Context: an optimization exercise on an open-source flow, tuned for small area and a short achievable clock period. The choices shown serve that exercise and are no tape-out recipe.
Only simulation tests tie the RTL to the original design; equivalence was not proved.
Power figures rest on the tool's default switching activity, not on a simulated workload.

== JK ==
## top_CPU_Design
module top_CPU_Design(
    output logic [31:0] topPCOut,
    input logic clk,
    input logic rst,
    input logic [31:0] instr,
    output logic [31:0] dmem_addr,
    output logic [31:0] dmem_wdata,
    output logic dmem_we,
    output logic dmem_re,
    input logic [31:0] dmem_rdata
    );
    logic [5:0] op, funct;
    logic isR, isAddi, isLw, isSw, isBeq, isJ, regWrite;
    logic sub, selMul, selDiv, selAnd, selOr, selXor;
    logic [4:0] wAddr;
    logic [31:0] simm, regA, regB, opB, aluResult, sumOut, wData, divResult, divNb, pendData;
    logic [31:2] pc, pc4, brTarget, pcNext;
    assign op = instr[31:26];
    assign funct = instr[5:0];
    assign isR = (op == 6'b000000);
    assign isAddi = (op == 6'b001000);
    assign isLw = (op == 6'b100011);
    assign isSw = (op == 6'b101011);
    assign isBeq = (op == 6'b000100);
    assign isJ = (op == 6'b000010);
    assign regWrite = isR | isLw | isAddi;
    assign wAddr = isR ? instr[15:11] : instr[20:16];
    assign sub = isR & (funct == 6'b100010);
    assign selMul = isR & (funct == 6'b010010);
    assign selDiv = isR & (funct == 6'b011010);
    assign selAnd = isR & (funct == 6'b101000);
    assign selOr = isR & (funct == 6'b100101);
    assign selXor = isR & (funct == 6'b100110);
    assign simm = {{16{instr[15]}}, instr[15:0]};
    assign opB = (isAddi | isLw | isSw) ? simm : regB;
    register_files u2(.read_Data_One(regA), .read_Data_Two(regB), .write_Data(wData),
        .read_Reg_One_Addr(instr[25:21]), .read_Reg_Two_Addr(instr[20:16]),
        .write_Addr(wAddr), .write_Ena(regWrite), .write_Div(selDiv),
        .div_Result(divResult), .div_Nb(divNb), .pend_data(pendData), .rst(rst), .clk(clk));
    arithmetic_logic_unit u14(.aluResult(aluResult), .sumOut(sumOut), .divResult(divResult),
        .divNb(divNb), .clk(clk), .divSnb(pendData), .opA(regA), .opB(opB),
        .regB(regB), .sub(sub), .selMul(selMul), .selAnd(selAnd),
        .selOr(selOr), .selXor(selXor));
    assign wData = isLw ? dmem_rdata : aluResult;
    assign dmem_addr = sumOut;
    assign dmem_wdata = regB;
    assign dmem_we = isSw;
  ...
For scale: roughly 1100 flip-flops, roughly 160 I/O pins.
==> flow/config.mk <==
export PLATFORM = sky130hd
export DESIGN_NAME = top_CPU_Design
export DESIGN_NICKNAME = top_CPU_Design
export VERILOG_FILES = /design/flow/design.v
export SDC_FILE = /design/flow/constraint.sdc
export NUM_CORES = 8
export LEC_CHECK = 0
export CAP_MARGIN = 20
export CORE_MARGIN = 2
export CORE_UTILIZATION = 40
export SETUP_SLACK_MARGIN = 5
export SLEW_MARGIN = 20
==> flow/constraint.sdc <==
create_clock -name core_clock -period 360.0 [get_ports {clk}]
set_input_delay 72.0000 -clock core_clock [delete_from_list [all_inputs] [get_ports {clk}]]
set_output_delay 72.0000 -clock core_clock [all_outputs]
set_load 0.01 [all_outputs]
standard.sh (not shown) runs the stock make flow with config.mk's settings and CLKGATE_MAP_FILE= SYNTH_SCRIPT=/design/flow/synth_recipe.tcl, a recipe that flattens the netlist after the stock synthesis.
==> flow/flow/run.sh <==
#!/bin/bash
# The standard layout (standard.sh) with these changes:
# - synthesis: flow/synth.tcl, the standard synthesis with the divider row
#   blocks and the multiplier mapped by ABC area scripts (see synth.tcl);
# - the ports are buffered by buf_2 cells instead of the default delay
#   buffers;
# - clock tree synthesis clusters up to 22 flip-flops per clkbuf_16 leaf
#   buffer, without dummy loads.
# ORFS writes each tool's log under orfs/logs; make's output is in
# standard.log.
set -euo pipefail
F=$(pwd)/flow
export SYNTH_KEEP_MODULES="div_stage1 div_stage2 multiplier rf_read"
export MY_ABC_MAP="div_stage1=$F/area_a.script div_stage2=$F/area_a.script multiplier=$F/area_a.script rf_read=$F/area_c.script"
export BUFFER_PORTS_ARGS="-buffer_cell sky130_fd_sc_hd__buf_2"
export CTS_ARGS="-sink_clustering_enable -repair_clock_nets -sink_clustering_size 22 -sink_clustering_max_diameter 70 -buf_list sky130_fd_sc_hd__clkbuf_16 -dont_use_dummy_load"
bash standard.sh SYNTH_SCRIPT=$F/synth.tcl finish > standard.log 2>&1
==> flow/flow/area_a.script <==
strash
dch
map -a
topo
stime -c
==> flow/flow/area_b.script <==
strash
&get -n
&st
&dch
&nf -a
&put
topo
stime -c
==> flow/flow/area_c.script <==
strash
dch
amap
topo
stime -c
==> flow/flow/synth.tcl <==
# The standard synthesis (synth_recipe.tcl: ORFS synth.tcl without the fsm
# and share passes, then flattened and renamed), with one change: the
# divider's two row blocks and the multiplier are kept as separate modules
# through technology mapping (SYNTH_KEEP_MODULES) and mapped by ABC with the
# area scripts named in MY_ABC_MAP; the rest of the design is mapped with
# ORFS's standard script as before. Flip-flops are mapped before ABC and are
# the same cells, with the same names, as in the standard synthesis.
proc synth {args} { yosys synth -nofsm -noshare {*}$args }
proc abc {args} {
  set i [lsearch -exact $args -script]
  set d [lsearch -exact $args -D]
  set base $args
  if {$d >= 0} { set base [lreplace $base $d [expr {$d+1}]] }
  foreach item $::env(MY_ABC_MAP) {
    lassign [split $item =] m scr
    yosys abc {*}[lreplace $base $i [expr {$i+1}] -script $scr] $m
  }
  yosys abc {*}$args $::env(DESIGN_NAME)
}
source $::env(SCRIPTS_DIR)/synth.tcl
# left out here: clear keep_hierarchy, flatten, clean up, hide names made inside functions, write 1_2_yosys.v
Changes in MS relative to JK:
-- flow/flow/run.sh --
<<< JK, line 6
#   buffers;
# - clock tree synthesis clusters up to 22 flip-flops per clkbuf_16 leaf
#   buffer, without dummy loads.
>>> MS, line 6
#   buffers;
# - clock tree synthesis clusters up to 30 flip-flops per clkbuf_16 leaf
#   buffer, without dummy loads.
<<< JK, line 15
export BUFFER_PORTS_ARGS="-buffer_cell sky130_fd_sc_hd__buf_2"
export CTS_ARGS="-sink_clustering_enable -repair_clock_nets -sink_clustering_size 22 -sink_clustering_max_diameter 70 -buf_list sky130_fd_sc_hd__clkbuf_16 -dont_use_dummy_load"
bash standard.sh SYNTH_SCRIPT=$F/synth.tcl finish > standard.log 2>&1
>>> MS, line 15
export BUFFER_PORTS_ARGS="-buffer_cell sky130_fd_sc_hd__buf_2"
export CTS_ARGS="-sink_clustering_enable -repair_clock_nets -sink_clustering_size 30 -sink_clustering_max_diameter 60 -buf_list sky130_fd_sc_hd__clkbuf_16 -dont_use_dummy_load"
bash standard.sh SYNTH_SCRIPT=$F/synth.tcl finish > standard.log 2>&1
### Flow results
- The global-route wire length before repair of JK and that of MS are within noise of each other.
- Between JK and MS, the final cell area excluding filler cells does not differ in any meaningful way.
- Clock-buffer cell count (lower): JK
- Compared to JK, MS has worst-skew pair later-pin latency 60 ps higher.
- MS ended with more final critical delay including setup and external delays than JK.
- The estimated power of MS ends up higher than the estimate for JK.
- On minimum setup slack in the final design: between MS and JK, it ends up lower for MS.

[what the ideal ports hide]
In the flow no input, the clock included, has a driving cell. The finished layouts below were timed again as built, in two steps. Step 1: set_driving_cell puts a clkbuf_16 on clk and a buf_2 on each other input, an assumption about the parent block. Step 2 moves the port delays by t, midway between the first and last clock arrival at a register: inputs arrive t later, outputs are due t later. That takes back most of the time a late clock gives input paths. Slacks: ideal ports / drivers / drivers and shift; pairs: ideal ports / drivers.
run | t (ns) | slack for setup (ns) | worst setup path after step 2 | clock arrival spread, ns
JK | 0.769 | 209.264 / 209.243 / 209.243 | input to output | 0.132 / 0.133
MS | 0.810 | 209.159 / 209.138 / 209.138 | input to output | 0.176 / 0.176
After both steps setup and hold are still met in every run listed.
